From an optimization exercise on the open Yosys and OpenROAD flow, aimed at small area; shortcuts taken in it are not production practice. In this exercise RTL edits were held to simulation tests only and were not proved equivalent to the original.

==> flow/design.v (outline; a module is shown in full before it is edited, if it fits) <==
// module cordic_amplitude_angle: 4968 lines
module cordic_amplitude_angle (
    input                clk,
    input                rst_n,
    input  signed [31:0] x,
    input  signed [31:0] y,
    input                pre_vaild,
    output signed [31:0] amplitude,
    output signed [31:0] angle,
    output reg           post_vaild
);
  // ...
==> flow/flow/run.sh <==
#!/bin/bash
# The standard layout flow (standard.sh) with one change: the buffers that
# global placement puts on every input and output port are
# sky130_fd_sc_hd__buf_1 cells instead of the default choice (the resizer may
# still upsize them). standard.sh's own output goes to standard_flow.log; each
# ORFS step keeps its full log under orfs/logs/.
export BUFFER_PORTS_ARGS="-buffer_cell sky130_fd_sc_hd__buf_1"
export RECOVER_POWER=100
bash standard.sh > standard_flow.log 2>&1
==> flow/standard.sh <==
#!/bin/bash
# synth_recipe.tcl (not shown) runs the flow's synth.tcl, then flattens the netlist and writes it again
# the make line also repeats each setting of config.mk as NAME=value (left out here)
make -C /OpenROAD-flow-scripts/flow DESIGN_CONFIG=/design/flow/config.mk WORK_HOME=/design/flow/orfs CLKGATE_MAP_FILE= SYNTH_SCRIPT=/design/flow/synth_recipe.tcl "${@:-finish}"
==> flow/config.mk <==
export PLATFORM = sky130hd
export DESIGN_NAME = cordic_amplitude_angle
export DESIGN_NICKNAME = cordic_amplitude_angle
export VERILOG_FILES = /design/flow/design.v
export SDC_FILE = /design/flow/constraint.sdc
export NUM_CORES = 4
export LEC_CHECK = 0
export CAP_MARGIN = 20
export CORE_MARGIN = 2
export CORE_UTILIZATION = 40
export SLEW_MARGIN = 20
==> flow/constraint.sdc <==
create_clock -name core_clock -period 7.5 [get_ports {clk}]
set_input_delay 1.5000 -clock core_clock [delete_from_list [all_inputs] [get_ports {clk}]]
set_output_delay 1.5000 -clock core_clock [all_outputs]
set_load 0.01 [all_outputs]
==> reports/metrics.yaml, run 1 <==
port_buffers: 118
fp.dieArea_um2: 129000
layout.nets: 6710
crit_path_end_kind: "flip-flop"
drc: 0
worstSetupStartpointType: "flip-flop"
clkbuf_count: 78
rows: 130
final-setup-viol-count: 95
cp.required_ns: 8.03
cap_violations: 1
worst_clock_skew_ns: 0.0339
use_met2: 0.322
num-nonclk-buffers: 267
hold_viol_final: 0
synth_edf_count: 0
grt_pass1_wl_mm: 186
synth_top_cell_by_area: "dfxtp_1"
drt-met1-wl_mm: 51.2
seq_share: 0.184
drive_gt1_frac: 0.0596
min_delay_path_depth: 0
final_cell_mix: "ha_1, xnor2_1, inv_1, dfxtp_1, xor2_1"
post_synth.cell_area_avg_um2: 9.55
so_faults: "max-capacitance violations, max-slew violations, negative setup slack"
worstHoldStart: "e7_s11"
finish.utilization: 0.446
pre_cts_ws_ns: -1.30
routedWlPerCell_um: 15.7
setup_ws_ns: -0.840
slew_violations: 25
synthAdderAreaFrac: 0.332
status: "finished with violations"
rsz0062_at_grt: "true"
==> run 2: changes to the inputs <==
--- a/flow/flow/run.sh
+++ b/flow/flow/run.sh
@@ -6,4 +6,3 @@
 # ORFS step keeps its full log under orfs/logs/.
 export BUFFER_PORTS_ARGS="-buffer_cell sky130_fd_sc_hd__buf_1"
-export RECOVER_POWER=100
 bash standard.sh > standard_flow.log 2>&1
==> run 2 against run 1 <==
  * The layout fails its checks (negative setup slack)
  * Wire length about the same
  * Worst setup slack worse by 0.0029 ns
  * Global-route usage unchanged
  * Synthesized area unchanged
  * Worst hold slack about the same
  * Fmax about the same
  * Via count about the same
  * Critical path depth unchanged
  * Design area up 0.33%
  * Critical path type unchanged
  * Largest cell class unchanged
  * Highest routed layer unchanged
==> reports/metrics.yaml, run 2 <==
status: "finished with violations"
so_faults: "negative setup slack"
synthMuxAreaShare: 0.00318
vias: 35800
r2r_setup_slack_ns: -0.84
grt_max_degree: 46
hold_class: "flip-flop to flip-flop"
antenna_left: 0
slew_violations: 0  # -100%
post-route-period-util: 1.11
viasPerCell: 4.96
synth_top_cell_by_area: "dfxtp_1"
synth-simple-area-share: 0.0897
final-setup-viol-count: 8  # -92%
async_flop_share: 0.0157
die_width_um: 359
cts_buffers: 59
cts_tree: "done"
final_cell_mix: "ha_1, xnor2_1, inv_1, dfxtp_1, xor2_1"
crit_path_max_incr_delay_ns: 0.51
place_inst: 7083
synthAdderAreaFrac: 0.332  # unchanged
drc: 0  # unchanged
setup_ws_ns: -0.843  # -0.00288 ns
path_max_fanout: 5
min_period_ns: 8.34
yosys-top-cells-area: "dfxtp_1, ha_1, fa_1"
worst_clock_skew_ns: 0.0334  # -0.000405 ns
yosys_register_bits: 511
die_height_um: 359
synth-xor-area-share: 0.197
start_util: 0.402
hold_viol_final: 0  # unchanged
worstSetupStartpointType: "flip-flop"
worstPathArrival_ns: 8.88
port_buffers: 118  # unchanged
synth_area_um2: 50300
synth_most_common_cell: "ha_1"
wirelength_mm: 114
crit_path_end_kind: "flip-flop"
rr_worst_depth: 42
rows: 130  # unchanged
clockRootBuffer: "clkbuf_16"
synth_warnings: 1
post_synth.cell_area_avg_um2: 9.55  # unchanged
gp_congestion: 0.883
path_class: "flip-flop to flip-flop"
seq_area_frac_synth: 0.204
yosysUniqueCellTypes: 87
clk_pin_slew_ns: 0.06
pre_cts_ws_ns: -1.30  # unchanged
first_pass_iters: 5
worst_pin_slew_ns: 1.05
instances_no_fill: 7217
fp.dieArea_um2: 129000  # unchanged
area_growth_pct: 11.4
worstHoldStart: "e7_s11"
synth_edf_count: 0  # unchanged
crit_family: "compound AO/OA/AOI/OAI gates"
r2r_start: "Y_s13[19]"
path_common_cell: "a21o_1"
antenna_found_initial: 1
cts_buffer_depth: 3
syn_inst: 5268
clock-sinks: 511
synth_compound_area_frac: 0.123
crit_slowest_cell: "fa_1"
drtIter0Drc: 1415
min_delay_path_depth: 0  # unchanged
worst-path-buf-inv: 3
layout.nets: 6710  # unchanged
cp.required_ns: 8.03  # about the same
grtUsageTotal: 0.179
synth_common_cells: "ha_1, xnor2_1, inv_1"
synth_top_family_by_area: "adder cells"
drive_gt1_frac: 0.0663  # +0.00665
r2r_end: "ahi_s16[16]"
ios: 132
dp_hpwl_mm: 98.3
path_depth: 42
grt_pass1_vias: 36500
core-area_um2: 125000
cap_violations: 0  # -1
synth_flop_cell: "dfxtp_1"
fmax_ghz: 0.120
min_to: "e7_s13"
final_common_cell: "ha_1"
cts.htree.levels: 2
routedWlPerCell_um: 15.7  # about the same
worstSkewPairLatency_ns: 0.68
whs_ns: 0.319
rsz0062_at_grt: "true"
grt_pass1_wl_mm: 186  # unchanged
synth_top_cell_area_share: 0.200
slew-limit-headroom: 0.295
grt.overflow.total: 0
==> run 2: area by class of cell <==
class	count	area, um^2
fill	12100	69200
timing repair buffer	267	1660
clock inverter	33	402
antenna	1	2.50
tap	1650	2060
sequential	511	10300
inverter	572	2150
clock buffer	78	1640
multi-input combinational	4105	37800
==> run 2: worst register-to-register path: cells and delay by family, from the launching register on <==
family / cells / cell delay (ns)
buffers and inverters: 3 / 0.32
DFF: 1 / 0.38
adders and majority gates: 6 / 2.10
AOI/OAI and AO/OA: 22 / 3.71
and+or+nand+nor: 7 / 1.10
xor gates and xnor gates: 4 / 0.60
==> run 2: per-stage QoR <==
stage / TNS, ns / area, um^2 / utilization
CTS: -4.94 / 55900 / 0.446
global route: -8.37 / 56000 / 0.447
detailed placement: -7.32 / 53700 / 0.429
global placement: -6.88 / 53700 / 0.429
finish: -3.85 / 56000 / 0.447
floorplan: -4.35 / 50500 / -
==> run 2: layer usage <==
layer | track usage | vias up | part of all wire
li1 | - | 18200 | -
met1 | 0.222 | 16900 | 0.45
met2 | 0.322 | 473 | 0.49
met3 | 0.0243 | 148 | 0.034
met4 | 0.0494 | 0 | 0.028
met5 | 0 | - | 0
==> run 2: how the worst max path moves through the flow <==
stage | start | end | slack [ns]
floorplan | Y_s13[19] | ahi_s16[16] | -1.06
global placement | Y_s13[19] | ahi_s16[16] | -1.26
detailed placement | Y_s13[19] | ahi_s16[16] | -1.30
CTS | L_s13[13] | ahi_s16[16] | -1.01
global route | L_s13[13] | ahi_s16[16] | -1.28
finish | Y_s13[19] | ahi_s16[16] | -0.84
==> run 2: repair_timing <==
item,in CTS,in global routing
buffers inserted,13,9
pin swaps,36,15
setup endpoints to repair,18,24
hold buffers,0,0
resized for setup,30,15
==> run 2: logic make-up after synthesis <==
kind of cell | Yosys count
xor+xnor | 1129
fa+ha+maj | 1127
compound gates | 923
simple gates | 902
buf+inv | 659
flops | 511
mux | 15
other cells | 2

-- port drivers added, routing unchanged --
The flow's constraints put no driver on any port. The routed layouts listed below were extracted and timed again, unchanged, in two steps. Step 1, drivers: a clkbuf_16 drives clk and a buf_2 each remaining input, both assumed. Step 2 times the ports against the registers' clock, not the clock port: input delays grow and output delays shrink by t, the midpoint of the rising clock arrivals with the driver on. Slacks: ideal ports / drivers / drivers and shift; pairs: ideal ports / drivers.
run | t, ns | slack for setup (ns) | worst hold slack (ns) | pins driven straight from the clock port
run 1 | 0.734 | -0.840 / -0.840 / -0.840 | 0.319 / 0.319 / 0.319 | 1
run 2 | 0.734 | -0.843 / -0.843 / -0.843 | 0.319 / 0.319 / 0.319 | 1
